Context: an optimization exercise on an open-source flow, tuned for small area and a short achievable clock period. The choices shown serve that exercise and are no tape-out recipe.
The clock port is modelled as an ideal driver, which makes a skipped or thinned clock tree look cheaper than it is; a real chip needs a root buffer or a tree.
Power is estimated from default activity; no workload was simulated.

==> flow/design.v <==
`timescale 1ns / 1ps
module bcnn_pipeline (
    input  wire       clk,
    input  wire       reset,
    input  wire       pixel_in,
    input  wire       valid_in,
    input  wire [8:0] weight_bits1,
    input  wire [8:0] weight_bits2,
    input  wire [3:0] threshold1,
    input  wire [3:0] threshold2,
    output reg        pixel_out,
    output reg        valid_out
);
    reg [4:0] col, row;
    always @(posedge clk) begin
        if (reset) begin
            col <= 5'd0;
            row <= 5'd0;
        end else if (valid_in) begin
            if (col == 5'd27) begin
                col <= 5'd0;
                row <= (row == 5'd27) ? 5'd0 : row + 5'd1;
            end else begin
                col <= col + 5'd1;
            end
        end
    end
    function [1:0] colsum;
        input a, b, c, wa, wb, wc;
        colsum = {1'b0, ~(a ^ wa)} + {1'b0, ~(b ^ wb)} + {1'b0, ~(c ^ wc)};
    endfunction
    function [2:0] clamp_e;
        input [3:0] th;
        input [1:0] s;
        reg   [3:0] v;
        begin
            v = th - {2'b0, s};
            clamp_e = (th < {2'b0, s}) ? 3'd0 : (v > 4'd7) ? 3'd7 : v[2:0];
        end
    endfunction
    function [2:0] clamp_d;
        input [2:0] e;
        input [1:0] s;
        reg   [2:0] v;
        begin
            v = e - {1'b0, s};
            clamp_d = (e < {1'b0, s}) ? 3'd0 : (v > 3'd4) ? 3'd4 : v;
        end
    endfunction
    reg  [51:0] lb1;                  
    wire        x1 = pixel_in;        
    wire        m1 = lb1[25];         
    wire        t1 = lb1[51];         
    wire [1:0] cs10 = colsum(t1, m1, x1, weight_bits1[8], weight_bits1[5], weight_bits1[2]);
    wire [1:0] cs11 = colsum(t1, m1, x1, weight_bits1[7], weight_bits1[4], weight_bits1[1]);
    wire [1:0] cs12 = colsum(t1, m1, x1, weight_bits1[6], weight_bits1[3], weight_bits1[0]);
    reg  [2:0] e1, d1;
    reg        a1_r;                  
    wire       a1 = ({1'b0, cs12} >= d1);
    always @(posedge clk) begin
        if (valid_in) begin
            if (col <= 5'd25)
                lb1 <= {lb1[50:0], x1};
            e1   <= clamp_e(threshold1, cs10);
            d1   <= clamp_d(e1, cs11);
            a1_r <= a1;
        end
    end
    reg        left1;                 
    reg [11:0] pl1;                   
    reg        p1_r;                  
    wire       pair1    = left1 | a1_r;
    wire       pair1_ev = ~col[0] && col >= 5'd4 && col <= 5'd26;
    wire       p1_ev    = pair1_ev && row[0] && row >= 5'd3 && row <= 5'd25;
    always @(posedge clk) begin
        if (valid_in) begin
            if (col[0])
                left1 <= a1_r;
            if (pair1_ev)
                pl1 <= {pl1[10:0], pair1};
            if (p1_ev)
                p1_r <= pair1 | pl1[11];
        end
    end
    wire       l2_ev = row[0] && row >= 5'd3 && row <= 5'd25 && col[0] && col >= 5'd5;
    reg [23:0] lb2;                   
    wire       x2 = p1_r;
    wire       m2 = lb2[11];
    wire       t2 = lb2[23];
    wire [1:0] cs20 = colsum(t2, m2, x2, weight_bits2[8], weight_bits2[5], weight_bits2[2]);
    wire [1:0] cs21 = colsum(t2, m2, x2, weight_bits2[7], weight_bits2[4], weight_bits2[1]);
    wire [1:0] cs22 = colsum(t2, m2, x2, weight_bits2[6], weight_bits2[3], weight_bits2[0]);
    reg  [2:0] e2, d2;
    wire       a2 = ({1'b0, cs22} >= d2);
    reg        left2;
    reg  [4:0] pl2;
    wire       pair2    = left2 | a2;
    wire       left2_ev = l2_ev && col[1:0] == 2'b01;
    wire       pair2_ev = l2_ev && col[1:0] == 2'b11 && col >= 5'd11;
    wire       out_ev   = pair2_ev && row[1:0] == 2'b01 && row >= 5'd9;
    always @(posedge clk) begin
        if (l2_ev && valid_in) begin
            lb2 <= {lb2[22:0], x2};
            e2  <= clamp_e(threshold2, cs20);
            d2  <= clamp_d(e2, cs21);
        end
        if (left2_ev && valid_in)
            left2 <= a2;
        if (pair2_ev && valid_in)
            pl2 <= {pl2[3:0], pair2};
        pixel_out <= pair2 | pl2[4];
    end
    always @(posedge clk) begin
        if (reset)
            valid_out <= 1'b0;
        else
            valid_out <= valid_in && out_ev;
    end
endmodule
Settings: LEC_CHECK=0, CAP_MARGIN=20, CORE_MARGIN=2, CORE_UTILIZATION=40, SETUP_SLACK_MARGIN=2.3, SLEW_MARGIN=20; clock period 4.0 ns.
run.sh (not shown) runs the stock make flow with config.mk's settings and CLKGATE_MAP_FILE= SYNTH_SCRIPT=/design/flow/synth_recipe.tcl, a recipe that flattens the netlist after the stock synthesis.
==> next run, changes <==
Settings changed: CTS_BUF_LIST set to sky130_fd_sc_hd__clkbuf_4 sky130_fd_sc_hd__clkbuf_8, CTS_CLUSTER_DIAMETER set to 100, CTS_CLUSTER_SIZE set to 40, SETUP_SLACK_MARGIN 2.3 to not set.
Die area stays the same.
Combinational power went down by 27%.
Maximum frequency went down by 14%.
Setup slack is worse by 0.40 ns.
Sequential share of layout area went up by 6.8 points.
Non-clock buffer count went down by 30.
Cell area went down by 12%.
Final cell count went down by 5.4%.
Routed wire length went down by 13%.
Core utilization went down by 6.5 points.
Total power went down by 8.5%.
==> next run, changes <==
Settings changed: CTS_BUF_LIST sky130_fd_sc_hd__clkbuf_4 sky130_fd_sc_hd__clkbuf_8 to not set, CTS_CLUSTER_DIAMETER 100 to not set, CTS_CLUSTER_SIZE 40 to not set.
What happened:
- global-route usage goes up by 0.55 points
- synthesized area is unchanged
- clock power rose by 33%
- power increases by 14%
- routed wire length is higher by 2.3%
- core utilization rises by 1.6 points
- count of clock-buffer cells in the layout is unchanged
- final area went up by 3.2%
No run of this note included a check of the RTL's function; only the layout flow was run.


job 5111:
Another version of the RTL of bcnn_pipeline (not shown whole).
Size in the first run: ~350 cells after synthesis, about 120 flip-flops, about 32 I/O pins.
==> flow/config.mk <==
export PLATFORM = sky130hd
export DESIGN_NAME = bcnn_pipeline
export DESIGN_NICKNAME = bcnn_pipeline
export VERILOG_FILES = /design/flow/design.v
export SDC_FILE = /design/flow/constraint.sdc
export NUM_CORES = 4
export LEC_CHECK = 0
export CAP_MARGIN = 20
export CORE_MARGIN = 2
export CORE_UTILIZATION = 60
export SETUP_SLACK_MARGIN = 2.2
export SLEW_MARGIN = 20
==> flow/constraint.sdc <==
create_clock -name core_clock -period 4.0 [get_ports {clk}]
set_input_delay 0.8000 -clock core_clock [delete_from_list [all_inputs] [get_ports {clk}]]
set_output_delay 0.8000 -clock core_clock [all_outputs]
set_load 0.01 [all_outputs]
standard.sh (not shown) runs the stock make flow with config.mk's settings and CLKGATE_MAP_FILE= SYNTH_SCRIPT=/design/flow/synth_recipe.tcl, a recipe that flattens the netlist after the stock synthesis.
==> flow/flow/run.sh <==
#!/bin/bash
# Standard ORFS layout (the standard.sh) with two changes:
#  - ports are buffered with a small buffer cell (resizing may grow it);
#  - the clock tree is built by flow/manual_cts.tcl: the clock port drives one
#    root clkbuf, which drives a few clkbufs, each feeding a balanced group of
#    flip-flops (all sinks at the same depth).
set -euo pipefail
W=$PWD
export BUFFER_PORTS_ARGS="-buffer_cell sky130_fd_sc_hd__buf_1"
export PRE_CTS_TCL=$W/flow/manual_cts.tcl
export MCTS_CLOCK_PORT=clk
export MCTS_ROOT=sky130_fd_sc_hd__clkbuf_8
export MCTS_BUF=sky130_fd_sc_hd__clkbuf_16
export MCTS_GROUPS=6
bash standard.sh > $W/standard_flow.log 2>&1
Other scripts of this flow, unchanged in this note and not shown: flow/flow/manual_cts.tcl
Job 5111 reached the final stage; the timing, DRC and antenna checks on its layout passed.
[inputs] job 2496 vs job 5111
- CORE_UTILIZATION changed from 60 to 40
- SETUP_SLACK_MARGIN changed from 2.2 to 2.5
==> run summary <==
Cell-internal power: job 2496 and job 5111 compared, higher one is job 2496
Compared with job 5111, job 2496 shows sum of internal, switching and leakage power that has gone up by a few percent.
Diff job 5111 -> job 2496 | net load switching power | up by a few percent
Relative to job 2496, the following input files were edited for job 1917:
- changing SETUP_SLACK_MARGIN from 2.5 to 2.0
In terms of number of synthesized register bits, job 1917 and job 2496 differ only marginally.
Job 1917 gives less post-route total power than job 2496 did.
Design area of job 1917 falls short of that of job 2496 by more than 10%.
NOTE: via count in job 1917 falls short of that of job 2496
Compared to job 2496, the router laid down less metal wire for job 1917.
Post-cts repair resize count in job 1917 is 72 below job 2496.
Comparing job 1917 and job 2496, the higher per-cell via count in the routed design was measured on job 2496.
Taking job 2496 as the reference point, the highest fanout seen on the critical path of job 1917 rises by 3.
Compared with job 2496, job 1917 shows a lower share of layout cells above drive strength 1.
> inputs changed (job 1917 -> job 9000)
- changing SETUP_SLACK_MARGIN from 2.0 to 1.7
==> run summary <==
Between job 9000 and job 1917, the combinational power share does not differ in any meaningful way. Taking job 1917 as the reference point, the number of detailed-routing iterations run before antenna repair of job 9000 rises by 1. Job 9000 vs. job 1917: endpoint arrival time on the critical path moved up; core utilization decreased by 0.59 points relative to the old numbers.
No functional check of the RTL was part of any run of this note. No run of this note takes its clock network from TritonCTS; it comes from the design's own scripts or RTL.

-- port drivers added, routing unchanged --
The flow's constraints put no driver on any port. The routed layouts listed below were extracted and timed again, unchanged, in two steps.
Step 1 sets driving cells, clkbuf_16 on the clock port and buf_2 on the other inputs (assumed; they add their load-dependent delay and slew).
Step 2, shift: input delay + t, output delay - t, t = (earliest + latest rising clock arrival at the registers) / 2. This alone moves slack from input paths to output paths.
Slacks: no drivers / after step 1 / after step 2; pairs: no drivers / after step 1.
run | t (ns) | setup WS [ns] | worst hold slack (ns)
the first run of note 1 | 0.440 | 1.596 / 1.606 / 1.168 | 0.411 / 0.411 / 0.411
the second run of note 1 | 0.439 | 1.195 / 1.205 / 0.766 | 0.419 / 0.419 / 0.419
the third run of note 1 | 0.444 | 1.190 / 1.204 / 0.760 | 0.415 / 0.415 / 0.415
job 5111 | 0.397 | 2.201 / 2.203 / 1.806 | 0.419 / 0.419 / 0.419
job 2496 | 0.410 | 2.195 / 2.195 / 1.793 | 0.421 / 0.421 / 0.421
job 1917 | 0.398 | 2.032 / 2.032 / 1.666 | 0.419 / 0.419 / 0.419
job 9000 | 0.402 | 1.882 / 1.892 / 1.490 | 0.424 / 0.424 / 0.424
After both steps every run listed still meets setup and hold. For the third run of note 1, which loses most, drivers alone change the setup slack by +0.014 ns; drivers and shift together by -0.430 ns.
